Source: an optimization exercise on an open RTL-to-GDS flow (aim: a short achievable clock period and few clock cycles). Production flows keep margins and buffers that such runs may drop.
In this exercise RTL edits were held to simulation tests only and were not proved equivalent to the original.
Power and IR drop assume default switching activity.

===== flow/config.mk =====
export PLATFORM = sky130hd
export DESIGN_NAME = cmu
export DESIGN_NICKNAME = cmu
export VERILOG_FILES = /design/flow/design.v
export SDC_FILE = /design/flow/constraint.sdc
export NUM_CORES = 8
export LEC_CHECK = 0
export CAP_MARGIN = 40
export CORE_MARGIN = 2
export CORE_UTILIZATION = 30
export SLEW_MARGIN = 40
export SYNTH_MEMORY_MAX_BITS = 16384

===== flow/constraint.sdc =====
create_clock -name core_clock -period 27.0 [get_ports {clk}]
set_input_delay 5.4000 -clock core_clock [delete_from_list [all_inputs] [get_ports {clk}]]
set_output_delay 5.4000 -clock core_clock [all_outputs]
set_load 0.01 [all_outputs]

===== flow/design.v =====
localparam 
    ADDR_BITS = 32,
    WORD_BYTES = 4,
    WORD_BYTES_WIDTH = 2,    
    WORD_BITS = (WORD_BYTES * 8),
    ELEMENT_WORDS = 4,
    ELEMENT_WORDS_WIDTH = 2,    
    BLOCK_WIDTH = (ELEMENT_WORDS_WIDTH + WORD_BYTES_WIDTH),    
    ELEMENT_NUM = 64,
    WAYS = 2,
    ELEMENT_INDEX_WIDTH = 6,    
    SET_INDEX_WIDTH = 5,    
    TAG_BITS = (ADDR_BITS - SET_INDEX_WIDTH - BLOCK_WIDTH);   
module cmu (
        input clk,
        input rst,
        input [31:0] addr_rw,
        input en_r,
        input en_w,
        input [2:0] u_b_h_w,
        input [31:0] data_w,
        output [31:0] data_r,
        output stall,
        output mem_cs_o,
        output mem_we_o,
        output [31:0] mem_addr_o,
        input [31:0] mem_data_i,
        output [31:0] mem_data_o,
        input mem_ack_i
    );
     localparam 
    ADDR_BITS = 32,
    WORD_BYTES = 4,
    WORD_BYTES_WIDTH = 2,    
    WORD_BITS = (WORD_BYTES * 8),
    ELEMENT_WORDS = 4,
    ELEMENT_WORDS_WIDTH = 2,    
    BLOCK_WIDTH = (ELEMENT_WORDS_WIDTH + WORD_BYTES_WIDTH),    
    ELEMENT_NUM = 64,
    WAYS = 2,
    ELEMENT_INDEX_WIDTH = 6,    
    SET_INDEX_WIDTH = 5,    
    TAG_BITS = (ADDR_BITS - SET_INDEX_WIDTH - BLOCK_WIDTH);   
    integer i, b;
    reg [8191:0] dmem;               
    reg [TAG_BITS-1:0] tagm [0:63];  
    reg [63:0] valid;
    reg [63:0] dirty;
    reg [31:0] recent1;              
    reg        s2v;                  
    reg        q_re, q_we;
    reg [31:0] q_addr;
    reg [2:0]  q_bhw;
    reg [3:0]  q_be;
    reg [31:0] q_sdata;
    reg [TAG_BITS-1:0] s_tag0, s_tag1;
    reg        s_v0, s_v1, s_d0, s_d1, s_rec;
    reg [127:0] s_l0, s_l1;          
    reg        cs;
    reg [1:0]  m_v, m_d;             
    reg [TAG_BITS-1:0] m_vtag0, m_vtag1, m_tag0, m_tag1;
    reg [5:0]  m_line0, m_line1;     
    reg [15:0] m_mask0, m_mask1;     
    reg [2:0]  idx;                  
    reg [127:0] vbuf;                
    reg        fq_v;
    reg [5:0]  fq_line;
    reg [1:0]  fq_word;
    reg [31:0] fq_raw;
    reg [3:0]  fq_mask;
    reg        rc_cs, rc_we, rn_cs, rn_we;
    reg [29:0] rc_addr, rn_addr;
    reg [31:0] rc_data, rn_data;
    wire a_v = m_v[cs];
    wire b_v = m_v[~cs];
    wire a_d = m_d[cs];
    wire b_d = m_d[~cs];
    wire [TAG_BITS-1:0] a_vtag = cs ? m_vtag1 : m_vtag0;
    wire [TAG_BITS-1:0] a_tag = cs ? m_tag1 : m_tag0;
    wire [5:0] a_line = cs ? m_line1 : m_line0;
    wire [5:0] b_line = cs ? m_line0 : m_line1;
    wire [15:0] a_mask = cs ? m_mask1 : m_mask0;
    wire [TAG_BITS-1:0] r_tag = q_addr[31:9];
    wire [4:0] r_set = q_addr[8:4];
    wire [1:0] r_word = q_addr[3:2];
    wire hit0 = s_v0 & (s_tag0 == r_tag);
    wire hit1 = s_v1 & (s_tag1 == r_tag);
    wire hit = hit0 | hit1;
    wire vway = s_rec;
    wire [TAG_BITS-1:0] v_tag = vway ? s_tag1 : s_tag0;
    wire [5:0] vl = {r_set, vway};
    wire vdirty = s_v0 & s_v1 & (vway ? s_d1 : s_d0);
    wire [5:0] hl = {r_set, hit1};
    wire in_a = a_v & (a_line == hl);
    wire in_b = b_v & (b_line == hl);
    wire arrived = idx[2] & (idx[1:0] > r_word);      
    wire avail = ~in_b & (~in_a | arrived);
    wire fresh = fq_v & (fq_line == hl) & (fq_word == r_word);
    wire [127:0] hline = hit1 ? s_l1 : s_l0;
    wire [31:0] sword = hline[r_word*32 +: 32];
    wire [31:0] lword;
    genvar gb;
    generate
        for (gb = 0; gb < 4; gb = gb + 1) begin : g_lw
            assign lword[gb*8 +: 8] = (fresh & ~fq_mask[gb]) ? fq_raw[gb*8 +: 8] : sword[gb*8 +: 8];
        end
    endgenerate
    wire [15:0] lhalf = q_addr[1] ? lword[31:16] : lword[15:0];
    wire [7:0]  lbyte = q_addr[0] ? lhalf[15:8] : lhalf[7:0];
    assign data_r = q_bhw[1] ? lword :
                    q_bhw[0] ? {q_bhw[2] ? 16'b0 : {16{lhalf[15]}}, lhalf} :
                               {q_bhw[2] ? 24'b0 : {24{lbyte[7]}}, lbyte};
    wire quiet = ~a_v | (~b_v & (idx == 3'd7));
    wire done = s2v & hit & (q_we | avail) & quiet;
    assign stall = ~done;
    wire st_done = done & q_we;
    wire can_accept = ~b_v & (~a_v | (idx[2] & (a_line != vl))) & ~(fq_v & (fq_line == vl));
    wire alloc = s2v & ~hit & can_accept;
    wire a_last = (idx == 3'd7);
    wire adv = mem_ack_i & a_v;
    wire fill_now = adv & idx[2];
    wire a_free_n = ~a_v | (adv & a_last & ~b_v);    
    wire [2:0] idx_inc = idx + 3'd1;
    wire st_a = st_done & a_v & (a_line == hl);
    wire st_b = st_done & b_v & (b_line == hl);
    wire new_slot = a_v ? ~cs : cs;
    reg        cs_n;
    reg [1:0]  m_v_n, m_d_n;
    reg [TAG_BITS-1:0] m_vtag0_n, m_vtag1_n, m_tag0_n, m_tag1_n;
    reg [5:0]  m_line0_n, m_line1_n;
    reg [2:0]  idx_n;
    reg [127:0] vbuf_n;
    always @(*) begin
        cs_n = cs; m_v_n = m_v; m_d_n = m_d;
        m_vtag0_n = m_vtag0; m_vtag1_n = m_vtag1; m_tag0_n = m_tag0; m_tag1_n = m_tag1;
        m_line0_n = m_line0; m_line1_n = m_line1;
        idx_n = idx; vbuf_n = vbuf;
        if (adv) begin
            if (a_last) begin
                m_v_n[cs] = 1'b0;
                cs_n = ~cs;
                idx_n = b_d ? 3'd0 : 3'd4;
            end
            else idx_n = idx_inc;
        end
        if (alloc) begin
            m_v_n[new_slot] = 1'b1;
            m_d_n[new_slot] = vdirty;
            if (new_slot) begin
                m_vtag1_n = v_tag; m_tag1_n = r_tag; m_line1_n = vl;
            end
            else begin
                m_vtag0_n = v_tag; m_tag0_n = r_tag; m_line0_n = vl;
            end
            if (a_free_n) idx_n = vdirty ? 3'd0 : 3'd4;
            vbuf_n = vway ? s_l1 : s_l0;
        end
        if (rst) begin
            cs_n = 1'b0;
            m_v_n = 2'b00;
            idx_n = 3'd0;
        end
    end
    always @(posedge clk) begin
        cs <= cs_n; m_v <= m_v_n; m_d <= m_d_n;
        m_vtag0 <= m_vtag0_n; m_vtag1 <= m_vtag1_n; m_tag0 <= m_tag0_n; m_tag1 <= m_tag1_n;
        m_line0 <= m_line0_n; m_line1 <= m_line1_n;
        idx <= idx_n; vbuf <= vbuf_n;
        if (rst) begin
            fq_v <= 1'b0;
            m_mask0 <= 16'b0;
            m_mask1 <= 16'b0;
        end
        else begin
            fq_v <= fill_now;
            if (alloc) begin
                if (new_slot) m_mask1 <= 16'b0;
                else m_mask0 <= 16'b0;
            end
            if (st_a && !(idx[2] && idx[1:0] > r_word)) begin
                if (cs) m_mask1[r_word*4 +: 4] <= m_mask1[r_word*4 +: 4] | q_be;
                else m_mask0[r_word*4 +: 4] <= m_mask0[r_word*4 +: 4] | q_be;
            end
            if (st_b) begin
                if (cs) m_mask0[r_word*4 +: 4] <= m_mask0[r_word*4 +: 4] | q_be;
                else m_mask1[r_word*4 +: 4] <= m_mask1[r_word*4 +: 4] | q_be;
            end
        end
    end
    always @(posedge clk) begin
        fq_line <= a_line;
        fq_word <= idx[1:0];
        fq_raw <= mem_data_i;
        fq_mask <= a_mask[idx[1:0]*4 +: 4] |
                   ((st_a && idx[2] && idx[1:0] == r_word) ? q_be : 4'b0);
    end
    always @(posedge clk) begin
        if (rst) begin
            valid <= 64'b0;
            dirty <= 64'b0;
            recent1 <= 32'b0;
        end
        else begin
            if (alloc) begin
                tagm[vl] <= r_tag;
                valid[vl] <= 1'b1;
                dirty[vl] <= 1'b0;
                recent1[r_set] <= ~vway;
            end
            if (done) begin
                if (q_we) dirty[hl] <= 1'b1;
                recent1[r_set] <= ~hit1;
            end
        end
    end
    wire [7:0] st_idx = {hl, r_word};
    wire [7:0] f_idx = {fq_line, fq_word};
    always @(posedge clk) begin
        for (i = 0; i < 256; i = i + 1)
            for (b = 0; b < 4; b = b + 1) begin
                if (st_done && st_idx == i && q_be[b])
                    dmem[i*32 + b*8 +: 8] <= q_sdata[b*8 +: 8];
                else if (fq_v && f_idx == i && !fq_mask[b])
                    dmem[i*32 + b*8 +: 8] <= fq_raw[b*8 +: 8];
            end
    end
    wire [4:0] in_set = addr_rw[8:4];
    wire [1:0] in_word = addr_rw[3:2];
    wire [5:0] l0 = {in_set, 1'b0};
    wire [5:0] l1 = {in_set, 1'b1};
    wire [127:0] ln0 = dmem[l0*128 +: 128];
    wire [127:0] ln1 = dmem[l1*128 +: 128];
    reg [127:0] s_l0_d, s_l1_d;
    always @(*) begin
        s_l0_d = ln0;
        s_l1_d = ln1;
        for (i = 0; i < 4; i = i + 1)
            for (b = 0; b < 4; b = b + 1) begin
                if (fq_v && f_idx == {l0, i[1:0]} && !fq_mask[b])
                    s_l0_d[i*32 + b*8 +: 8] = fq_raw[b*8 +: 8];
                if (fq_v && f_idx == {l1, i[1:0]} && !fq_mask[b])
                    s_l1_d[i*32 + b*8 +: 8] = fq_raw[b*8 +: 8];
            end
    end
    wire al0 = alloc & ~vway;
    wire al1 = alloc & vway;
    wire [TAG_BITS-1:0] s_tag0_d = al0 ? addr_rw[31:9] : tagm[l0];
    wire [TAG_BITS-1:0] s_tag1_d = al1 ? addr_rw[31:9] : tagm[l1];
    wire s_v0_d = al0 | valid[l0];
    wire s_v1_d = al1 | valid[l1];
    wire s_d0_d = ~al0 & dirty[l0];
    wire s_d1_d = ~al1 & dirty[l1];
    wire s_rec_d = alloc ? ~vway : recent1[in_set];
    always @(posedge clk) begin
        if (rst) s2v <= 1'b0;
        else s2v <= (en_r | en_w) & ~done;
        q_re <= en_r;
        q_we <= en_w;
        q_addr <= addr_rw;
        q_bhw <= u_b_h_w;
        q_be <= u_b_h_w[1] ? 4'b1111 :
                u_b_h_w[0] ? (addr_rw[1] ? 4'b1100 : 4'b0011) :
                             (4'b0001 << addr_rw[1:0]);
        q_sdata <= u_b_h_w[1] ? data_w :
                   u_b_h_w[0] ? {2{data_w[15:0]}} : {4{data_w[7:0]}};
        s_tag0 <= s_tag0_d;
        s_tag1 <= s_tag1_d;
        s_v0 <= s_v0_d;
        s_v1 <= s_v1_d;
        s_d0 <= s_d0_d;
        s_d1 <= s_d1_d;
        s_rec <= s_rec_d;
        s_l0 <= s_l0_d;
        s_l1 <= s_l1_d;
    end
    wire a_v_n = m_v_n[cs_n];
    wire b_v_n = m_v_n[~cs_n];
    wire b_d_n = m_d_n[~cs_n];
    wire [TAG_BITS-1:0] a_vtag_n = cs_n ? m_vtag1_n : m_vtag0_n;
    wire [TAG_BITS-1:0] a_tag_n = cs_n ? m_tag1_n : m_tag0_n;
    wire [TAG_BITS-1:0] b_vtag_n = cs_n ? m_vtag0_n : m_vtag1_n;
    wire [TAG_BITS-1:0] b_tag_n = cs_n ? m_tag0_n : m_tag1_n;
    wire [5:0] a_line_n = cs_n ? m_line1_n : m_line0_n;
    wire [5:0] b_line_n = cs_n ? m_line0_n : m_line1_n;
    wire a_last_n = (idx_n == 3'd7);
    wire [2:0] idx_inc_n = idx_n + 3'd1;
    wire vway_d = s_rec_d;
    wire vdirty_d = s_v0_d & s_v1_d & (vway_d ? s_d1_d : s_d0_d);
    wire [TAG_BITS-1:0] vtag_d = vway_d ? s_tag1_d : s_tag0_d;
    always @(posedge clk) begin
        rc_cs <= a_v_n;
        rc_we <= a_v_n ? ~idx_n[2] : vdirty_d;
        rc_addr <= a_v_n ? {idx_n[2] ? a_tag_n : a_vtag_n, a_line_n[5:1], idx_n[1:0]}
                         : {vdirty_d ? vtag_d : addr_rw[31:9], addr_rw[8:4], 2'b00};
        rc_data <= a_v_n ? vbuf_n[idx_n[1:0]*32 +: 32] : (vway_d ? s_l1_d[31:0] : s_l0_d[31:0]);
        rn_cs <= a_v_n & (~a_last_n | b_v_n);
        rn_we <= a_last_n ? b_d_n : ~idx_inc_n[2];
        rn_addr <= a_last_n ? {b_d_n ? b_vtag_n : b_tag_n, b_line_n[5:1], 2'b00}
                            : {idx_inc_n[2] ? a_tag_n : a_vtag_n, a_line_n[5:1], idx_inc_n[1:0]};
        rn_data <= vbuf_n[idx_inc_n[1:0]*32 +: 32];
    end
    assign mem_cs_o   = mem_ack_i ? rn_cs : (rc_cs | alloc);
    assign mem_we_o   = mem_ack_i ? rn_we : rc_we;
    assign mem_addr_o = mem_ack_i ? {rn_addr, 2'b00} : {rc_addr, 2'b00};
    assign mem_data_o = mem_ack_i ? rn_data : rc_data;
endmodule

===== flow/flow/run.sh =====
#!/bin/bash
# The standard layout, with changes to how it is made (the constraints are
# unchanged): the pins are placed by flow/io.tcl, ORFS's timing repair is asked
# to keep SETUP_MARGIN ns of setup slack beyond the design's period, the
# resizer may change a cell's footprint, and antenna repair after global
# routing keeps a margin (flow/antenna.tcl).
set -euo pipefail
SETUP_MARGIN=${SETUP_MARGIN:-16}
bash standard.sh synth > synth.log 2>&1
bash standard.sh IO_CONSTRAINTS=$PWD/flow/io.tcl SETUP_SLACK_MARGIN=$SETUP_MARGIN MATCH_CELL_FOOTPRINT=0 \
    POST_GLOBAL_ROUTE_TCL=$PWD/flow/antenna.tcl finish > layout.log 2>&1

===== flow/flow/antenna.tcl =====
# After global routing: protect long nets against antenna effects with a margin,
# so that few are left for the repair after detailed routing.
repair_antennas -ratio_margin 25 -iterations 3
check_placement -verbose
write_guides $::env(RESULTS_DIR)/route.guide

===== flow/flow/io.tcl =====
# Pin placement: the main-memory interface on the right edge, with mem_ack_i in
# the middle of the outputs it selects; the processor interface on the left edge.
set lo {}
set hi {}
for {set i 0} {$i < 16} {incr i} { lappend lo "mem_data_o\[$i\]" "mem_addr_o\[$i\]" }
for {set i 16} {$i < 32} {incr i} { lappend hi "mem_data_o\[$i\]" "mem_addr_o\[$i\]" }
set memgroup [concat $lo [list mem_cs_o mem_ack_i mem_we_o] $hi]
set_io_pin_constraint -pin_names $memgroup -region right:* -group -order
set memin {}
for {set i 0} {$i < 32} {incr i} { lappend memin "mem_data_i\[$i\]" }
set_io_pin_constraint -pin_names $memin -region right:*
set cpu [list stall en_r en_w]
for {set i 0} {$i < 32} {incr i} { lappend cpu "addr_rw\[$i\]" "data_w\[$i\]" "data_r\[$i\]" }
for {set i 0} {$i < 3} {incr i} { lappend cpu "u_b_h_w\[$i\]" }
set_io_pin_constraint -pin_names $cpu -region left:*

===== flow/standard.sh =====
#!/bin/bash
# synth_recipe.tcl (not shown) runs the flow's synth.tcl, then flattens the netlist and writes it again
# the make line also repeats each setting of config.mk as NAME=value (left out here)
make -C /OpenROAD-flow-scripts/flow DESIGN_CONFIG=/design/flow/config.mk WORK_HOME=/design/flow/orfs CLKGATE_MAP_FILE= SYNTH_SCRIPT=/design/flow/synth_recipe.tcl "${@:-finish}"

==> out/summary.txt, run 1 <==
Synth warnings = 1
Reg clk slew, reported paths = 0.06 ns
# Post-CTS Setup Buffers = 40
SO Faults = antenna violations
CTS tree = done
Largest family of logic cells by synthesized area = multiplexers
Minimum clock period = 11.41 ns
CP Max Fanout = 12
Uppermost layer routed = met5
DRC Markers = 0
Antenna violations before repair = 406
Top FF cell, synth = edfxtp_1
Reg-to-Reg Start = q_addr[23]$_DFF_P_
Final setup vio count = 0
Final Skew = 0.136 ns
Final nets = 31570
WL met2 = 906000 um
DP HPWL = 1510000 um
Clock Tree Buf Depth = 5
Overflow after GRT = 0
FF+latch count, synth = 10649
XOR/XNOR share of the synthesized area = 0.140%
Sequential cell area = 310000 sq um
Worst-case hold path end point = m_tag1[16]$_DFF_P_
Std-Cell Rows = 486
Share of Yosys cell area claimed by the top area cell type = 55.2%
Slew Limit Fails = 0
Avg Cell Area, Syn = 16.4 sq um
Clk sink count = 10649
Pin count of the biggest net entering global routing = 148
Mux share of post-synthesis cell area = 32.3%
Routability Congestion = 1.08
Status = complete, but fails checks
WHS = 0.455 ns
P_leak = 189 nW
Post-synthesis sequential area ratio = 58.9%
R2R depth = 18
Final Cycle Share = 42.3%
Vias in the first global route = 316981
# Max-Cap Violations = 0
Number of DRC markers in iteration 0 = 55773
Tightest Pin Transition = 1.45 ns
Setup WS post-layout = 15.59 ns
PortBufs = 200
DRT met1 WL = 797000 um
Pre-antenna DRT Iters = 9
Slew headroom = 3.40%
Async SR Flop Fraction = 0%
Post-synthesis compound-gate area fraction = 2.64%
Synth cell count leaders = edfxtp_1, mux2_2, mux4_2, clkbuf_1, nand2_1
H-tree depth = 7
Cell Area, Synth = 526000 sq um
Library cells used by synthesis = 83
WL final = 2220000 um
Layout area overhead = 15.2%
Clock root cell = clkbuf_16
Fill cells = 164130
Core box area = 1750000 sq um
Hold-critical path depth = 2
Post-Place Cell Area = 563000 sq um
Crit path DAT = 6.01 ns
Multi-input gate area = 210000 sq um
Crit end category = output pin
Met3 wire length = 368000 um
Power, Total = 40.1 mW
Top-count cell post-synth = edfxtp_1
I/O pin total = 203
Mapped Cells = 32011
Initial Utilization = 30.1%
Die Y = 1330 um
Power density over the cells = 66.2 nW/um^2
Synth area leader = edfxtp_1
DIE AREA = 1760000 sq um
Final ANT Viol Nets = 1
Critical path class = in2out
Number of enable flip-flop cells after synthesis = 9666
Post-Place Worst Slack = 14.56 ns
Final setup TNS = 0 ns
Vias per inst = 6.02
Crit path launch type = input port
Gr usage total = 24.1%
Simple-gate share of the synthesized area = 3.30%
First-pass GRT wire length = 2930000 um
Reg2reg end = rn_addr[21]$_DFF_P_
Clock Latency Late Sink = 1.40 ns
Dpl cells = 53347
Hold Buf Count CTS = 0
R2R Setup Slk = 19.44 ns
Post-layout util = 34.6%
Worst VDD drop = 0.0689 mV
Highest clock rate = 87.6 MHz
Chip width = 1330 um
Fin. Hold Viols = 0
Final non-filler cell total = 56134
WP data required = 21.60 ns
Adder-Cell Fraction of Synth Area = 0.0595%
CTS resizes = 601
Routed vias = 337710
Avg WL per Cell = 39.5 um
Ranking of synthesized cells by area = edfxtp_1, mux2_2, mux4_2, dfxtp_1, clkbuf_1
Share of layout cells above drive strength 1 = 51.3%
Worst hold path startpoint = m_tag1[16]$_DFF_P_
TritonCTS buffer count = 1134
Worst Hold Class = reg2reg
Cell area after layout = 606000 sq um
power breakdown:
part | switching [mW] | internal, mW | total [mW]
registers | 1.00 | 18.3 | 19.3
logic | 3.10 | 1.65 | 4.75
clock network | 7.05 | 9.01 | 16.1
total | 11.2 | 29.0 | 40.1
registers in the layout (all words and copies together), names as in the netlist, 64 cells and up, named ones only:
signal,flops
dmem,8192
s_l0,128
dirty,64
valid,64
tagm,1472
s_l1,128
vbuf,128
layer usage:
layer | GRT usage (%) | up-vias
met3 | 13.5 | 5298
met5 | 2.26 | -
met1 | 29.6 | 178299
li1 | - | 126878
met4 | 13.5 | 325
met2 | 33.0 | 26910
critical path, cell delays in order:
cell and delay [ns]:
clkbuf_16 0.15, mux2_4 0.32, buf_6 0.13
worst max-delay path by stage:
stage / from / endpoint
after floorplan: mem_ack_i / mem_addr_o[24]
after CTS: mem_ack_i / mem_data_o[26]
after detailed placement: mem_ack_i / mem_addr_o[18]
final: mem_ack_i / mem_data_o[26]
after global placement: q_addr[11]$_DFF_P_ / data_r[7]
cells in the final DEF (no fill, tap or decap), types with 278 or more instances in the layout:
master,synthesis,routed
buf_4,49,1120
nand2_1,1764,1545
nor2_2,350,387
o22ai_2,0,565
diode_2,0,576
edfxtp_1,9666,9666
o21ai_0,981,818
nor2_1,415,284
mux4_2,3118,3118
mux2i_1,591,563
mux2_1,304,304
nor2_4,381,475
dfxtp_1,983,767
clkbuf_16,0,1188
clkbuf_1,2778,278
mux2_2,8030,7967
logic make-up after synthesis:
| family | count (synthesis) |
|---|---|
| fa+ha+maj | 25 |
| compound gates | 2336 |
| buf+inv | 3519 |
| other cells | 1 |
| simple gates | 3354 |
| xor+xnor | 84 |
| mux | 12043 |
| flops | 10649 |
cell type report:
type	instances	area share [%]
inverters	73	0.0479
clock buffers	1514	5.14
flip-flops and latches	10649	51.3
diodes	576	0.238
repair buffers	1739	2.92
clock inverters	559	0.975
well taps	23180	4.79
multi-input cells	17844	34.6
Testbench counts, summed over its fixed seeds: cycles 335,207.
==> inputs of run 2 (changes only) <==
==> flow/flow/run.sh (replaced) <==
#!/bin/bash
# The standard layout, with changes to how it is made (the constraints are
# unchanged): the pins are placed by flow/io.tcl, ORFS's timing repair is asked
# to keep SETUP_MARGIN ns of setup slack beyond the design's period, the
# resizer may change a cell's footprint, and nets longer than 150 um are
# buffered after placement (flow/wires.tcl).
set -euo pipefail
SETUP_MARGIN=${SETUP_MARGIN:-16}
bash standard.sh synth > synth.log 2>&1
bash standard.sh IO_CONSTRAINTS=$PWD/flow/io.tcl SETUP_SLACK_MARGIN=$SETUP_MARGIN MATCH_CELL_FOOTPRINT=0 \
    POST_RESIZE_TCL=$PWD/flow/wires.tcl finish > layout.log 2>&1
==> flow/flow/wires.tcl (new file) <==
# After the standard repair_design in placement: also buffer nets longer than
# 150 um, so that no long wire ends on a small gate (antenna rule) and slews
# keep a margin once the wires are routed.
repair_design -max_wire_length 150 -slew_margin 40 -cap_margin 40
removed: flow/flow/antenna.tcl
==> run 2 against run 1 <==
Effect of this change: critical path type unchanged; first-iteration DRC count rose by 16%; global-route usage rose by 0.39 points; sequential power fell by 4%; largest power group unchanged; utilization rose by 3.9 points; sequential share of layout area fell by 5.2 points; design area rose by 11%; largest cell class unchanged; now clean on timing, DRC and antenna; synthesized cell count did not move; highest routed layer unchanged.
==> out/summary.txt, run 2 <==
Final ANT Viol Nets = 0 (-1)
Number of enable flip-flop cells after synthesis = 9666 (unchanged)
Routability Congestion = 1.08 (unchanged)
Final Skew = 0.162 ns (+0.0253 ns)
Hold Buf Count CTS = 0 (unchanged)
Async SR Flop Fraction = 0% (unchanged)
Routed vias = 375779 (+11%)
Max reg flops = 8192 (unchanged)
Crit end category = output pin
H-tree depth = 7 (unchanged)
Overflow after GRT = 0 (unchanged)
Post-synthesis sequential area ratio = 58.9% (unchanged)
Share of Yosys cell area claimed by the top area cell type = 55.2% (unchanged)
Status = no timing/DRC/antenna violations
Mapped Cells = 32011 (unchanged)
Cell area after layout = 674000 sq um (+11%)
Top FF cell, synth = edfxtp_1
Slew headroom = 26.5% (+23 points)
Pin count of the biggest net entering global routing = 53 (-64%)
Pre-antenna DRT Iters = 15 (+6)
Slew Limit Fails = 0 (unchanged)
Vias in the first global route = 359205 (+13%)
Gr usage total = 24.5% (+0.39 points)
WP data required = 21.60 ns (about the same)
Synth warnings = 1 (unchanged)
Clock Latency Late Sink = 1.38 ns (-0.02 ns)
PortBufs = 200 (unchanged)
Clock root cell = clkbuf_16
R2R depth = 36 (+18)
First-pass GRT wire length = 3050000 um (+4.2%)
Largest Register = dmem
Worst VDD drop = 0.0533 mV (-23%)
Top-count cell post-synth = edfxtp_1
WL final = 2260000 um (+2.0%)
Cell Area, Synth = 526000 sq um (unchanged)
Number of DRC markers in iteration 0 = 64597 (+16%)
P_leak = 230 nW (+22%)
RSZ-0062 raised after global routing = yes
Library cells used by synthesis = 83 (unchanged)
CP Max Fanout = 8 (-4)
Leading cell type in the layout, fill and taps excluded = edfxtp_1
Final setup TNS = 0 ns (unchanged)
R2R Setup Slk = 19.24 ns (-0.20 ns)
Hold-critical path depth = 1 (-1)
Std-Cell Rows = 486 (unchanged)
Fin. Hold Viols = 0 (unchanged)
Minimum clock period = 11.50 ns (+0.0929 ns)
Final nets = 39489 (+25%)
Clk sink count = 10649 (unchanged)
Tightest Pin Transition = 1.09 ns (-0.358 ns)
Initial Utilization = 30.1% (unchanged)
Crit path DAT = 6.10 ns (+0.09 ns)
Layout area overhead = 28.1%
Core box area = 1750000 sq um (unchanged)
# Max-Cap Violations = 0 (unchanged)
FF+latch count, synth = 10649 (unchanged)
Fill cells = 158651 (-3.3%)
Avg Cell Area, Syn = 16.4 sq um (unchanged)
Most frequent cells in the layout = edfxtp_1, mux2_2, buf_4, mux4_2, buf_6
Synth cell count leaders = edfxtp_1, mux2_2, mux4_2, clkbuf_1, nand2_1
Crit path launch type = input port
Final setup vio count = 0 (unchanged)
Ranking of synthesized cells by area = edfxtp_1, mux2_2, mux4_2, dfxtp_1, clkbuf_1
Highest clock rate = 86.9 MHz (-0.81%)
Power density over the cells = 62.0 nW/um^2 (-6.4%)
DP HPWL = 1790000 um (+19%)
Antenna violations before repair = 135 (-67%)
Clock Tree Buf Depth = 6 (+1)
Share of layout cells above drive strength 1 = 60.5% (+9.3 points)
CTS tree = done
Reg clk slew, reported paths = 0.06 ns (about the same)
DIE AREA = 1760000 sq um (unchanged)
TritonCTS buffer count = 1198 (+5.6%)
Post-Place Cell Area = 635000 sq um (+13%)
I/O pin total = 203 (unchanged)
Vias per inst = 5.92 (-1.6%)
Dpl cells = 61258 (+15%)
DRC Markers = 0 (unchanged)
Final Cycle Share = 42.6% (+0.34 points)
Avg WL per Cell = 35.6 um (-9.9%)
Chip width = 1330 um (unchanged)
Die Y = 1330 um (unchanged)
Final non-filler cell total = 63509 (+13%)
Biggest regs = dmem: 8192 flops, tagm: 1472 flops
Critical path class = in2out
Worst Hold Class = reg2reg
Synth area leader = edfxtp_1
==> run 2: cell counts after synthesis <==
No cell type changed its count.
==> run 2: cells by family (layout without fill, tap and decap cells) <==
logic type,count (synthesis),count (layout),synth area share [%]
muxes,12043,12043,32.3
other,1,102,0.000713
adders and majority gates,25,25,0.0595
DFF,10649,10649,58.9
and+or+nand+nor,3354,3354,3.30
buffers and inverters,3519,11736,2.63
AOI/OAI and AO/OA,2336,2336,2.64
xor gates and xnor gates,84,84,0.140
==> run 2: repair_timing <==
item                       CTS  global route
resized for setup          444            55
setup endpoints to repair  102           101
gates cloned                 7             1
buffers inserted            43            16
pin swaps                   25            21
==> run 2: power by group <==
part / total [mW] / switching, mW / internal (mW) / leakage (nW)
logic: 7.02 / 4.14 / 2.88 / 117
clock network: 16.1 / 6.98 / 9.12 / 18.0
registers: 18.6 / 0.342 / 18.3 / 95.1
total: 41.8 / 11.5 / 30.3 / 230
==> run 2: critical path, cell delays in order <==
cell and delay [ns]:
buf_16 0.13, buf_12 0.14, mux2_4 0.30, buf_6 0.12
==> run 2: final cells by class <==
cell class / count / area (sq um) / share of cell area, %
Antenna cell: 100 / 250 / 0.0371
Timing Repair Buffer: 9594 / 87800 / 13.0
Sequential cell: 10649 / 310000 / 46.1
Inverter: 73 / 295 / 0.0438
Multi-Input combinational cell: 17844 / 209000 / 31.1
Clock buffer: 1556 / 32300 / 4.80
Clock inverter: 513 / 4450 / 0.660
Tap cell: 23180 / 29000 / 4.30
==> run 2: path summary, 6_finish.rpt <==
| path | end | from |
|---|---|---|
| worst max-delay path | mem_data_o[0] | mem_ack_i |
| worst min-delay path | fq_word[0]$_DFF_P_ | idx[0]$_DFF_P_ |
| worst max register to register | dmem[3379]$_DFFE_PP_ | q_addr[19]$_DFF_P_ |
| worst min register to register | fq_word[0]$_DFF_P_ | idx[0]$_DFF_P_ |
==> run 2: metal layers <==
layer	global-route usage (%)	vias up	share of wire [%]
li1	-	141990	-
met5	2.59	-	0.33
met4	10.8	250	5.9
met2	35.1	31720	42
met3	10.7	6665	15
met1	31.8	195154	37
==> run 2: stage by stage <==
stage / util, % / hold WS [ns] / total power [mW] / setup WS [ns]
4_1_cts: 38.4 / 0.400 / 41.2 / 15.49
3_5_place_dp: 36.3 / 0.441 / 25.3 / 14.48
3_3_place_gp: 31.8 / 0.441 / 23.7 / 13.98
2_1_floorplan: - / 0.367 / 21.2 / 15.51
6_report: 38.5 / 0.428 / 41.8 / 15.50
5_1_grt: 38.5 / 0.444 / 42.2 / 15.48
==> inputs of run 3 (changes only) <==
--- a/flow/design.v
+++ b/flow/design.v
@@ -95,21 +95,32 @@
     wire in_b = b_v & (b_line == hl);
     wire arrived = idx[2] & (idx[1:0] > r_word);      
     wire avail = ~in_b & (~in_a | arrived);
-    wire fresh = fq_v & (fq_line == hl) & (fq_word == r_word);
-    wire [127:0] hline = hit1 ? s_l1 : s_l0;
-    wire [31:0] sword = hline[r_word*32 +: 32];
-    wire [31:0] lword;
+    wire fresh0 = fq_v & (fq_line == {r_set, 1'b0}) & (fq_word == r_word);
+    wire fresh1 = fq_v & (fq_line == {r_set, 1'b1}) & (fq_word == r_word);
+    wire [31:0] sword0 = s_l0[r_word*32 +: 32];
+    wire [31:0] sword1 = s_l1[r_word*32 +: 32];
+    wire [31:0] lword0, lword1;
     genvar gb;
     generate
         for (gb = 0; gb < 4; gb = gb + 1) begin : g_lw
-            assign lword[gb*8 +: 8] = (fresh & ~fq_mask[gb]) ? fq_raw[gb*8 +: 8] : sword[gb*8 +: 8];
+            assign lword0[gb*8 +: 8] = (fresh0 & ~fq_mask[gb]) ? fq_raw[gb*8 +: 8] : sword0[gb*8 +: 8];
+            assign lword1[gb*8 +: 8] = (fresh1 & ~fq_mask[gb]) ? fq_raw[gb*8 +: 8] : sword1[gb*8 +: 8];
         end
     endgenerate
-    wire [15:0] lhalf = q_addr[1] ? lword[31:16] : lword[15:0];
-    wire [7:0]  lbyte = q_addr[0] ? lhalf[15:8] : lhalf[7:0];
-    assign data_r = q_bhw[1] ? lword :
-                    q_bhw[0] ? {q_bhw[2] ? 16'b0 : {16{lhalf[15]}}, lhalf} :
-                               {q_bhw[2] ? 24'b0 : {24{lbyte[7]}}, lbyte};
+    function [31:0] load_fmt(input [31:0] w, input [1:0] lo, input [2:0] bhw);
+        reg [15:0] h;
+        reg [7:0] c;
+        begin
+            h = lo[1] ? w[31:16] : w[15:0];
+            c = lo[0] ? h[15:8] : h[7:0];
+            load_fmt = bhw[1] ? w :
+                       bhw[0] ? {bhw[2] ? 16'b0 : {16{h[15]}}, h} :
+                                {bhw[2] ? 24'b0 : {24{c[7]}}, c};
+        end
+    endfunction
+    wire [31:0] ld0 = load_fmt(lword0, q_addr[1:0], q_bhw);
+    wire [31:0] ld1 = load_fmt(lword1, q_addr[1:0], q_bhw);
+    assign data_r = hit1 ? ld1 : ld0;
     wire quiet = ~a_v | (~b_v & (idx == 3'd7));
     wire done = s2v & hit & (q_we | avail) & quiet;
     assign stall = ~done;
==> run 3 against run 2 <==
Effect of this change: via count fell by 0.35%; utilization shrank 0.37 points; synthesized cell count grew 2.0%; die area grew 3.5%; design area is 2.7% higher; global-route usage shrank 1.0 points; clock skew is 0.0091 ns higher; count of clock-buffer cells in the layout rose by 41; clock power about the same; flip-flop and latch count unchanged; sequential power barely moved; critical endpoint is now mem_addr_o[31].
==> out/summary.txt, run 3 <==
Antenna violations before repair = 124 (-8.1%)
Top-count cell post-synth = edfxtp_1
Final nets = 40132 (+1.6%)
Crit path launch type = input port
PortBufs = 200 (unchanged)
RSZ-0062 raised after global routing = yes
Hold Buf Count CTS = 0 (unchanged)
First-pass GRT wire length = 3030000 um (-0.62%)
Clock Tree Buf Depth = 6 (unchanged)
Cell Area, Synth = 545000 sq um (+3.5%)
Overflow after GRT = 0 (unchanged)
WP data required = 21.60 ns (about the same)
Avg WL per Cell = 34.5 um (-3.2%)
Flop pwr share = 44.7% (about the same)
Fin. Hold Viols = 0 (unchanged)
Final Skew = 0.171 ns (+0.00914 ns)
Final Cycle Share = 43.0% (+0.38 points)
Vias per inst = 5.75 (-2.7%)
Reg-to-Reg Start = q_addr[28]$_DFF_P_
Number of DRC markers in iteration 0 = 64205 (-0.61%)
Crit end category = output pin
Largest Register = dmem
Leading cell type in the layout, fill and taps excluded = edfxtp_1
Core box area = 1810000 sq um (+3.7%)
Avg Cell Area, Syn = 16.7 sq um (+1.5%)
Clk sink count = 10649 (unchanged)
DRC Markers = 0 (unchanged)
Clock Latency Late Sink = 1.40 ns (+0.02 ns)
Vias in the first global route = 358405 (-0.22%)
H-tree depth = 7 (unchanged)
Pin count of the biggest net entering global routing = 129 (+140%)
Mapped Cells = 32665 (+2.0%)
Routability Congestion = 0.988 (-8.7%)
Worst hold path startpoint = m_tag0[0]$_DFF_P_
Max reg flops = 8192 (unchanged)
Biggest regs = dmem: 8192 flops, tagm: 1472 flops
Fill cells = 165348 (+4.2%)
CP Max Fanout = 8 (unchanged)
DIE AREA = 1830000 sq um (+3.5%)
Power density over the cells = 60.3 nW/um^2 (-2.7%)
Slew Limit Fails = 0 (unchanged)
R2R depth = 31 (-14%)
Dpl cells = 62843 (+2.6%)
TritonCTS buffer count = 1216 (+1.5%)
Worst VDD drop = 0.0529 mV (-0.64%)
FF+latch count, synth = 10649 (unchanged)
Slew headroom = 28.6% (+2.1 points)
Tightest Pin Transition = 1.06 ns (-0.0312 ns)
Final ANT Viol Nets = 0 (unchanged)
Pre-antenna DRT Iters = 14 (-1)
Std-Cell Rows = 495 (+1.9%)
P_leak = 251 nW (+9.0%)
Synth cell count leaders = edfxtp_1, mux2_2, mux4_2, mux2_4, clkbuf_1
Die Y = 1350 um (+1.7%)
Clock share of power = 39.3% (+0.8 points)
Share of Yosys cell area claimed by the top area cell type = 53.3% (-1.9 points)
CTS tree = done
Initial Utilization = 30.0% (-0.036 points)
I/O pin total = 203 (unchanged)
Routed vias = 374456 (-0.35%)
Reg2reg end = dmem[5919]$_DFFE_PP_
# Max-Cap Violations = 0 (unchanged)
Top FF cell, synth = edfxtp_1
Sw Pwr = 11.2 mW (-2.7%)
Synth area leader = edfxtp_1
Clock root cell = clkbuf_16
Post-synthesis sequential area ratio = 56.9% (-2.0 points)
Ranking of synthesized cells by area = edfxtp_1, mux4_2, mux2_2, mux2_4, dfxtp_1
Internal power = 30.5 mW (+0.81%)
Gr usage total = 23.5% (-1.0 points)
Share of layout cells above drive strength 1 = 58.0% (-2.5 points)
Worst Hold Class = reg2reg
Synth warnings = 1 (unchanged)
Final setup TNS = 0 ns (unchanged)
Library cells used by synthesis = 91 (+9.6%)
Chip width = 1350 um (+1.7%)
Async SR Flop Fraction = 0% (unchanged)
Worst-case hold path end point = m_tag0[0]$_DFF_P_
Most frequent cells in the layout = edfxtp_1, mux2_2, buf_4, mux4_2, mux2_4
Status = no timing/DRC/antenna violations
Number of enable flip-flop cells after synthesis = 9666 (unchanged)
Final setup vio count = 0 (unchanged)
Critical path class = in2out
Highest clock rate = 86.2 MHz (-0.89%)
WL final = 2240000 um (-0.84%)
Crit path DAT = 6.21 ns (+0.11 ns)
DP HPWL = 1780000 um (-0.84%)
Final non-filler cell total = 65070 (+2.5%)
Hold-critical path depth = 2 (+1)
Layout area overhead = 27.0%
R2R Setup Slk = 19.69 ns (+0.45 ns)
Sw frac = 26.8% (-0.70 points)
Minimum clock period = 11.61 ns (+0.104 ns)
Combinational power share = 16.0% (-0.8 points)
Reg clk slew, reported paths = 0.06 ns (about the same)
==> run 3: changes by cell type in the layout (fill, tap and decap cells not counted), sizes merged, moves of 192 or more <==
cell,before,now
nor2,1146,426
buf,7759,7952
o21ai,990,1474
nand2,1800,2753
mux2,8334,8526
o22ai,680,91
==> run 3: kinds of logic (layout without fill, tap and decap cells) <==
| group | after synthesis | in the layout | share of synthesized area (%) |
|---|---|---|---|
| AOI/OAI and AO/OA | 2362 | 2362 | 2.46 |
| buffers and inverters | 3557 | 11791 | 2.77 |
| muxes | 12166 | 12166 | 33.6 |
| adders and majority gates | 24 | 24 | 0.0551 |
| xor gates and xnor gates | 86 | 86 | 0.148 |
| other | 1 | 68 | 0.000689 |
| and+or+nand+nor | 3820 | 3820 | 4.11 |
| DFF | 10649 | 10649 | 56.9 |
==> run 3: worst max-delay path by stage <==
stage          startpoint                   to  slack [ns]  depth (start not counted)
6_report        mem_ack_i       mem_addr_o[31]       15.39                          5
4_1_cts         mem_ack_i       mem_addr_o[31]       15.40                          5
5_1_grt         mem_ack_i       mem_addr_o[31]       15.38                          5
3_5_place_dp   addr_rw[5]  rc_addr[11]$_DFF_P_       14.37                         30
3_3_place_gp    mem_ack_i             mem_cs_o       14.44                          4
2_1_floorplan   mem_ack_i       mem_addr_o[24]       15.60                          3
==> run 3: metal layers <==
metal | GRT usage [%] | share of wire [%] | routed length (um) | up-vias
li1 | - | - | - | 143724
met1 | 31.8 | 38 | 859000 | 195431
met2 | 33.8 | 42 | 937000 | 30080
met3 | 9.68 | 15 | 345000 | 5057
met4 | 8.09 | 4.4 | 99700 | 164
met5 | 0.505 | 0.11 | 2500 | -
==> run 3: layout make-up <==
type                    instances  area (sq um)  area share (%)
flip-flops and latches      10649        310000            44.9
multi-input cells           18460        224000            32.3
repair buffers               9636         89500            12.9
clock buffers                1597         33400            4.83
well taps                   24104         30200            4.36
clock inverters               517          4430           0.640
diodes                         66           165          0.0239
inverters                      41           164          0.0237
==> run 3: critical path, stage by stage <==
cell    delay [ns]
buf_16        0.11
buf_12        0.12
buf_12        0.13
mux2_4        0.31
buf_6         0.12
==> run 3: power by group through the flow <==
| stage | Sequential, mW | Combinational [mW] | Clock, mW |
|---|---|---|---|
| global route | 18.6 | 6.68 | 17.0 |
| global placement | 19.4 | 4.29 | 0 |
| finish | 18.6 | 6.68 | 16.4 |
| floorplan | 18.7 | 2.62 | 0 |
| CTS | 18.6 | 6.29 | 16.4 |
| detailed placement | 18.9 | 6.26 | 0 |
==> run 3: through the flow <==
| step | cell area, sq um | hold WS [ns] | util [%] | setup WS (ns) | total power, mW |
|---|---|---|---|---|---|
| after floorplan | 545000 | 0.367 | - | 15.60 | 21.4 |
| after global placement | 576000 | 0.442 | 31.7 | 14.44 | 23.7 |
| after detailed placement | 653000 | 0.451 | 36.0 | 14.37 | 25.2 |
| after CTS | 691000 | 0.461 | 38.1 | 15.40 | 41.3 |
| after global routing | 692000 | 0.483 | 38.1 | 15.38 | 42.3 |
| final | 692000 | 0.460 | 38.2 | 15.39 | 41.7 |
==> run 3: what timing repair did <==
action	4_1_cts	5_1_grt
pin swaps	11	10
gates resized for setup	232	101
hold endpoints to repair	0	0
setup buffers	20	21
cloned	3	2
endpoints found under the setup margin	101	97
Testbench counts of run 3, summed over its fixed seeds: cycles 335,207.
==> inputs of run 4 (changes only) <==
==> flow/flow/wires.tcl (replaced) <==
# After the standard repair_design in placement: also buffer nets longer than
# 150 um, so that no long wire ends on a small gate (antenna rule) and slews
# keep a margin once the wires are routed. The net from mem_ack_i's input
# buffer, which selects the main-memory outputs, is left to timing repair.
set ack_nets {}
foreach c [get_cells -of_objects [get_pins -of_objects [get_nets mem_ack_i]]] {
  foreach p [get_pins -of_objects $c -filter "direction==output"] {
    lappend ack_nets [get_nets -of_objects $p]
  }
}
puts "wires.tcl: keeping [llength $ack_nets] net(s) from mem_ack_i as they are"
set_dont_touch $ack_nets
repair_design -max_wire_length 150 -slew_margin 40 -cap_margin 40
unset_dont_touch $ack_nets
==> run 4 against run 3 <==
Effect of this change: still clean on timing, DRC and antenna; hold slack got worse by 0.0024 ns; global-route usage about the same; fmax rose by 1.7%; clock power hardly changed; design area about the same; critical path type unchanged.
==> out/summary.txt, run 4 <==
Synth cell count leaders = edfxtp_1, mux2_2, mux4_2, mux2_4, clkbuf_1
Crit path launch type = input port
Routability Congestion = 0.988 (unchanged)
Crit path DAT = 6.02 ns (-0.19 ns)
Final nets = 40109 (-0.057%)
Clock root cell = clkbuf_16
FF+latch count, synth = 10649 (unchanged)
Critical path class = in2out
Largest Register = dmem
WP data required = 21.60 ns (about the same)
Routed vias = 374698 (+0.065%)
CP peak stage delay = 0.32 ns (about the same)
Mapped Cells = 32665 (unchanged)
CTS tree = done
Pre-antenna DRT Iters = 14 (unchanged)
Final Cycle Share = 42.3% (-0.70 points)
Hold Buf Count CTS = 0 (unchanged)
Worst Hold Class = reg2reg
Std-Cell Rows = 495 (unchanged)
DRC Markers = 0 (unchanged)
H-tree depth = 7 (unchanged)
Initial Utilization = 30.0% (unchanged)
Chip width = 1350 um (unchanged)
DIE AREA = 1830000 sq um (unchanged)
Vias in the first global route = 357940 (-0.13%)
Layout area overhead = 26.9% (about the same)
Synth area leader = edfxtp_1
# Max-Cap Violations = 0 (unchanged)
WL final = 2240000 um (about the same)
First-pass GRT wire length = 3030000 um (about the same)
Library cells used by synthesis = 91 (unchanged)
Clock Latency Late Sink = 1.40 ns (about the same)
Biggest regs = dmem: 8192 flops, tagm: 1472 flops
Power density over the cells = 60.0 nW/um^2 (-0.38%)
Number of enable flip-flop cells after synthesis = 9666 (unchanged)
Crit end category = output pin
Final Skew = 0.171 ns (+0.000445 ns)
Core box area = 1810000 sq um (unchanged)
Avg WL per Cell = 34.5 um (about the same)
Slew headroom = 32.8% (+4.3 points)
Fin. Hold Viols = 0 (unchanged)
Top FF cell, synth = edfxtp_1
Share of Yosys cell area claimed by the top area cell type = 53.3% (unchanged)
Minimum clock period = 11.42 ns (-0.190 ns)
Ranking of synthesized cells by area = edfxtp_1, mux4_2, mux2_2, mux2_4, dfxtp_1
Post-layout util = 38.1% (about the same)
DP HPWL = 1780000 um (about the same)
RSZ-0062 raised after global routing = yes
Share of layout cells above drive strength 1 = 57.9% (-0.11 points)
Sequential cell area = 310000 sq um (unchanged)
WHS = 0.458 ns (-0.00237 ns)
Crit-path cells = clkbuf_16 -> mux2_4 -> buf_6
Gr usage total = 23.5% (about the same)
Clk sink count = 10649 (unchanged)
I/O pin total = 203 (unchanged)
Highest clock rate = 87.6 MHz (+1.7%)
Post-synthesis sequential area ratio = 56.9% (unchanged)
Synth warnings = 1 (unchanged)
Avg Cell Area, Syn = 16.7 sq um (unchanged)
Fill cells = 165377 (+0.018%)
Vias per inst = 5.76 (about the same)
Overflow after GRT = 0 (unchanged)
P_leak = 251 nW (-0.14%)
Antenna violations before repair = 147 (+19%)
CP Max Fanout = 10 (+2)
Clock Tree Buf Depth = 6 (unchanged)
Slowest cell on the critical path = mux2_4
Die Y = 1350 um (unchanged)
Pin count of the biggest net entering global routing = 129 (unchanged)
Tightest Pin Transition = 0.997 ns (-0.0632 ns)
Status = no timing/DRC/antenna violations
Async SR Flop Fraction = 0% (unchanged)
Final setup TNS = 0 ns (unchanged)
Multi-input gate area = 224000 sq um (about the same)
Reg clk slew, reported paths = 0.06 ns (about the same)
Most frequent cells in the layout = edfxtp_1, mux2_2, buf_4, mux4_2, mux2_4
Final ANT Viol Nets = 0 (unchanged)
Max reg flops = 8192 (unchanged)
TritonCTS buffer count = 1212 (-0.33%)
Slew Limit Fails = 0 (unchanged)
Final setup vio count = 0 (unchanged)
Number of DRC markers in iteration 0 = 63615 (-0.92%)
Leading cell type in the layout, fill and taps excluded = edfxtp_1
Cell Area, Synth = 545000 sq um (unchanged)
Worst VDD drop = 0.0508 mV (-4.1%)
Top-count cell post-synth = edfxtp_1
PortBufs = 200 (unchanged)
==> run 4: cell counts after synthesis <==
Identical to the previous run, type by type.
==> run 4: path summary, 6_finish.rpt <==
check                           from                   end  slack, ns  cells past startpoint
hold reg to reg    m_tag0[8]$_DFF_P_     m_tag0[8]$_DFF_P_       0.46                      2
hold / removal     m_tag0[8]$_DFF_P_     m_tag0[8]$_DFF_P_       0.46                      2
setup reg to reg  q_addr[19]$_DFF_P_  dmem[5916]$_DFFE_PP_      19.64                     30
setup / recovery           mem_ack_i        mem_data_o[27]      15.58                      3
==> run 4: kinds of logic (layout without fill, tap and decap cells) <==
kind of cell / count (synthesis) / after routing / synth area share (%)
adder cells (fa/ha/maj): 24 / 24 / 0.0551
AO/OA/AOI/OAI: 2362 / 2362 / 2.46
flip-flops: 10649 / 10649 / 56.9
other: 1 / 94 / 0.000689
AND/OR/NAND/NOR: 3820 / 3820 / 4.11
buffers and inverters: 3557 / 11746 / 2.77
XOR/XNOR: 86 / 86 / 0.148
multiplexers: 12166 / 12166 / 33.6
==> run 4: report_power, final <==
group	switching (mW)	internal, mW
Combinational	3.81	2.91
Clock	6.98	9.19
Sequential	0.343	18.3
Total	11.1	30.4
==> run 4: cell type report <==
class | instances | area share [%]
Tap cell | 24104 | 4.36
Antenna cell | 92 | 0.0333
Clock buffer | 1608 | 4.78
Timing Repair Buffer | 9617 | 12.9
Clock inverter | 480 | 0.592
Sequential cell | 10649 | 44.9
Multi-Input combinational cell | 18460 | 32.4
Inverter | 41 | 0.0237
==> run 4: critical path, delay by kind of cell <==
kind / cells / cell delay (ns)
muxes: 1 / 0.32
buffers and inverters: 2 / 0.29
==> run 4: per-layer routing <==
| layer | GRT usage [%] | vias up | routed length, um |
|---|---|---|---|
| met1 | 31.9 | 195398 | 858000 |
| met4 | 7.95 | 150 | 98500 |
| met2 | 33.9 | 30503 | 940000 |
| li1 | - | 143673 | - |
| met3 | 9.64 | 4974 | 346000 |
| met5 | 0.466 | - | 2080 |
==> run 4: per-stage QoR <==
| step | area [sq um] | setup WS (ns) | std cells | total power, mW |
|---|---|---|---|---|
| floorplan | 545000 | 15.60 | 32666 | 21.4 |
| global placement | 576000 | 14.44 | 55001 | 23.7 |
| detailed placement | 653000 | 14.40 | 62839 | 25.2 |
| CTS | 690000 | 15.59 | 64953 | 41.1 |
| global route | 691000 | 15.59 | 64965 | 42.1 |
| finish | 691000 | 15.58 | 65051 | 41.5 |
==> run 4: repair_timing <==
item / CTS / global route
cloned: 9 / 0
resized for setup: 366 / 58
buffers inserted: 17 / 5
endpoints found under the setup margin: 101 / 96
pin swaps: 11 / 14
==> inputs of run 5 (changes only) <==
--- a/flow/config.mk
+++ b/flow/config.mk
@@ -7,6 +7,6 @@
 export LEC_CHECK = 0
 export CAP_MARGIN = 40
 export CORE_MARGIN = 2
-export CORE_UTILIZATION = 30
+export CORE_UTILIZATION = 35
 export SLEW_MARGIN = 40
 export SYNTH_MEMORY_MAX_BITS = 16384
==> run 5 against run 4 <==
Effect of this change: still clean; combinational power shrank 3.0%; count of clock-buffer cells in the layout increased by 5; clock skew is 0.038 ns lower; flip-flop and latch count stayed put; register-to-register slack gained 0.04 ns; highest routed layer unchanged.
==> out/summary.txt, run 5 <==
Status = no timing/DRC/antenna violations
PortBufs = 200 (unchanged)
Most frequent cells in the layout = edfxtp_1, mux2_2, buf_4, mux4_2, mux2_4
R2R Setup Slk = 19.68 ns (+0.04 ns)
Worst setup path endpoint = mem_addr_o[31]
Post-Place Worst Slack = 14.60 ns (+0.195 ns)
Reg2reg end = dmem[5015]$_DFFE_PP_
Final setup vio count = 0 (unchanged)
Layout area overhead = 25.9%
Clk sink count = 10649 (unchanged)
Synth cell count leaders = edfxtp_1, mux2_2, mux4_2, mux2_4, clkbuf_1
Fin. Hold Viols = 0 (unchanged)
Final Skew = 0.134 ns (-0.0377 ns)
Top-count cell post-synth = edfxtp_1
Power density over the cells = 60.5 nW/um^2 (+0.82%)
Crit end category = output pin
Minimum clock period = 11.41 ns (-0.00910 ns)
Crit path launch type = input port
R2R depth = 30 (unchanged)
Biggest regs = dmem: 8192 flops, tagm: 1472 flops
Largest delay share family, worst path = multiplexers
Initial Utilization = 35.1% (+5.0 points)
Power, Total = 41.5 mW (about the same)
Share of layout cells above drive strength 1 = 57.3% (-0.60 points)
H-tree depth = 7 (unchanged)
Reg-to-Reg Start = q_addr[25]$_DFF_P_
Critical path class = in2out
Setup WS post-layout = 15.59 ns (+0.00910 ns)
Number of DRC markers in iteration 0 = 64061 (+0.70%)
Final nets = 39869 (-0.60%)
CP peak stage delay = 0.32 ns (about the same)
I/O pin total = 203 (unchanged)
Gr usage total = 26.9% (+3.4 points)
Slew headroom = 33.5% (+0.63 points)
DRC Markers = 0 (unchanged)
Tightest Pin Transition = 0.970 ns (-0.0266 ns)
Hold Buf Count CTS = 0 (unchanged)
Pin count of the biggest net entering global routing = 95 (-26%)
Buf+Inv Stages, Crit Path = 2 (unchanged)
Reg clk slew, reported paths = 0.06 ns (about the same)
Slew Limit Fails = 0 (unchanged)
Share of Yosys cell area claimed by the top area cell type = 53.3% (unchanged)
Top FF cell, synth = edfxtp_1
P_leak = 250 nW (-0.25%)
Final setup TNS = 0 ns (unchanged)
Crit path from = mem_ack_i
Final Cycle Share = 42.3% (about the same)
Core box area = 1550000 sq um (-14%)
Chip width = 1250 um (-7.4%)
Number of enable flip-flop cells after synthesis = 9666 (unchanged)
Clock root cell = clkbuf_16
Die Y = 1250 um (-7.4%)
Worst Hold Class = reg2reg
Crit path DAT = 6.01 ns (about the same)
Antenna violations before repair = 174 (+18%)
CTS tree = done
Final ANT Viol Nets = 0 (unchanged)
DP HPWL = 1730000 um (-2.7%)
TritonCTS buffer count = 1232 (+1.7%)
Slowest cell on the critical path = mux2_4
WL final = 2200000 um (-2.2%)
Largest Register = dmem
Crit-path cells = clkbuf_16 -> mux2_4 -> buf_6
Async SR Flop Fraction = 0% (unchanged)
Overflow after GRT = 0 (unchanged)
Clock Tree Buf Depth = 6 (unchanged)
CP Max Fanout = 10 (unchanged)
Cell Area, Synth = 545000 sq um (unchanged)
Routed vias = 372807 (-0.50%)
Pre-antenna DRT Iters = 17 (+3)
Cell area after layout = 685000 sq um (-0.85%)
Leading cell type in the layout, fill and taps excluded = edfxtp_1
Max reg flops = 8192 (unchanged)
WP data required = 21.60 ns (about the same)
Post-synthesis sequential area ratio = 56.9% (unchanged)
FF+latch count, synth = 10649 (unchanged)
RSZ-0062 raised after global routing = yes
Library cells used by synthesis = 91 (unchanged)
Std-Cell Rows = 458 (-7.5%)
First-pass GRT wire length = 2990000 um (-1.4%)
Ranking of synthesized cells by area = edfxtp_1, mux4_2, mux2_2, mux2_4, dfxtp_1
Routability Congestion = 0.983 (-0.49%)
Vias in the first global route = 357826 (-0.032%)
Mapped Cells = 32665 (unchanged)
Post-Place Cell Area = 646000 sq um (-1.0%)
Clock Latency Late Sink = 1.36 ns (-0.04 ns)
Avg Cell Area, Syn = 16.7 sq um (unchanged)
CP Depth = 3 (unchanged)
Avg WL per Cell = 35.8 um (+3.6%)
Synth warnings = 1 (unchanged)
Synth area leader = edfxtp_1
DIE AREA = 1570000 sq um (-14%)
Worst VDD drop = 0.0588 mV (+16%)
# Max-Cap Violations = 0 (unchanged)
Highest clock rate = 87.7 MHz (about the same)
Vias per inst = 6.07 (+5.4%)
==> run 5: worst reg2reg max path: cells and delay by family, from the launching register on <==
kind	cells	cell delay, ns
AO/OA/AOI/OAI	2	0.53
buffers and inverters	22	4.06
AND/OR/NAND/NOR	5	1.85
flip-flops	1	0.31
XOR/XNOR	1	0.30
==> run 5: logic make-up after synthesis <==
| family | Yosys count | synth area share (%) |
|---|---|---|
| AO/OA/AOI/OAI | 2362 | 2.46 |
| XOR/XNOR | 86 | 0.148 |
| adder cells (fa/ha/maj) | 24 | 0.0551 |
| buffers and inverters | 3557 | 2.77 |
| flip-flops | 10649 | 56.9 |
| multiplexers | 12166 | 33.6 |
| other | 1 | 0.000689 |
| AND/OR/NAND/NOR | 3820 | 4.11 |
==> run 5: area by class of cell <==
class / instances / area (sq um)
sequential: 10649 / 310000
inverter: 41 / 163
antenna: 86 / 215
tap: 20700 / 25900
fill: 133892 / 868000
clock inverter: 502 / 4250
clock buffer: 1613 / 33500
multi-input combinational: 18460 / 224000
timing repair buffer: 9357 / 87400
==> run 5: metal layers <==
layer	vias to the layer above	global-route usage, %	wire length [um]
met4	197	11.0	118000
met3	5910	10.1	319000
met2	29599	39.3	932000
li1	143212	-	-
met1	193889	36.0	824000
met5	-	0.673	2910
==> run 5: stage by stage <==
stage	hold WS, ns	utilization, %	std cells
after floorplan	0.367	-	32666
after global placement	0.444	36.8	51655
after detailed placement	0.453	41.6	59167
after CTS	0.461	44.1	61306
after global routing	0.484	44.1	61330
final	0.463	44.1	61408
==> run 5: worst min path at each step <==
stage                                      start                      to  slack, ns  cells after the start
after detailed placement      m_tag0[13]$_DFF_P_      m_tag0[13]$_DFF_P_       0.45                      2
after CTS                     m_tag0[13]$_DFF_P_      m_tag0[13]$_DFF_P_       0.46                      2
after global routing           m_tag0[1]$_DFF_P_       m_tag0[1]$_DFF_P_       0.48                      2
after floorplan                   idx[0]$_DFF_P_      fq_word[0]$_DFF_P_       0.37                      0
after global placement    valid[45]$_SDFFE_PP0P_  valid[45]$_SDFFE_PP0P_       0.44                      2
final                          m_tag0[6]$_DFF_P_       m_tag0[6]$_DFF_P_       0.46                      2
==> run 5: timing repair <==
action,4_1_cts,5_1_grt
gates cloned,8,1
pin swaps,16,4
setup endpoints to repair,98,97
gates resized for setup,388,58
buffers inserted,16,15
==> run 5: where the power goes <==
part           switching (mW)  internal [mW]  total [mW]
Clock                    6.96           9.39        16.3
Combinational            3.68           2.84        6.52
Sequential              0.340           18.3        18.6

==> re-timing with driven ports <==
In the flow no input, the clock included, has a driving cell. The finished layouts below were timed again as built, in two steps. Step 1, drivers: a clkbuf_16 drives clk and a buf_2 each remaining input, both assumed. Step 2 also shifts input and output timing later by t, the mid clock arrival at the registers, as if the neighbouring blocks saw the same clock. a / b / c = ideal ports / drivers / drivers and shift; a / b = the first two.
run | shift t [ns] | setup WS [ns] | worst hold slack (ns) | slew at the worst register clock pin (ns) | worst data-port slew with drivers (ns)
run 1 | 1.507 | 15.589 / 14.904 / 14.544 | 0.455 / 0.455 / 0.455 | 0.07 / 0.07 | 0.78
run 2 | 1.489 | 15.496 / 15.244 / 14.457 | 0.428 / 0.428 / 0.428 | 0.08 / 0.08 | 0.27
run 3 | 1.516 | 15.393 / 15.117 / 14.656 | 0.460 / 0.460 / 0.460 | 0.08 / 0.08 | 0.31
run 4 | 1.517 | 15.583 / 15.032 / 14.669 | 0.458 / 0.458 / 0.458 | 0.08 / 0.08 | 0.59
run 5 | 1.472 | 15.592 / 14.995 / 14.528 | 0.463 / 0.463 / 0.463 | 0.08 / 0.08 | 0.64
For run 5, which loses most, drivers alone change the setup slack by -0.597 ns; drivers and shift together by -1.064 ns.
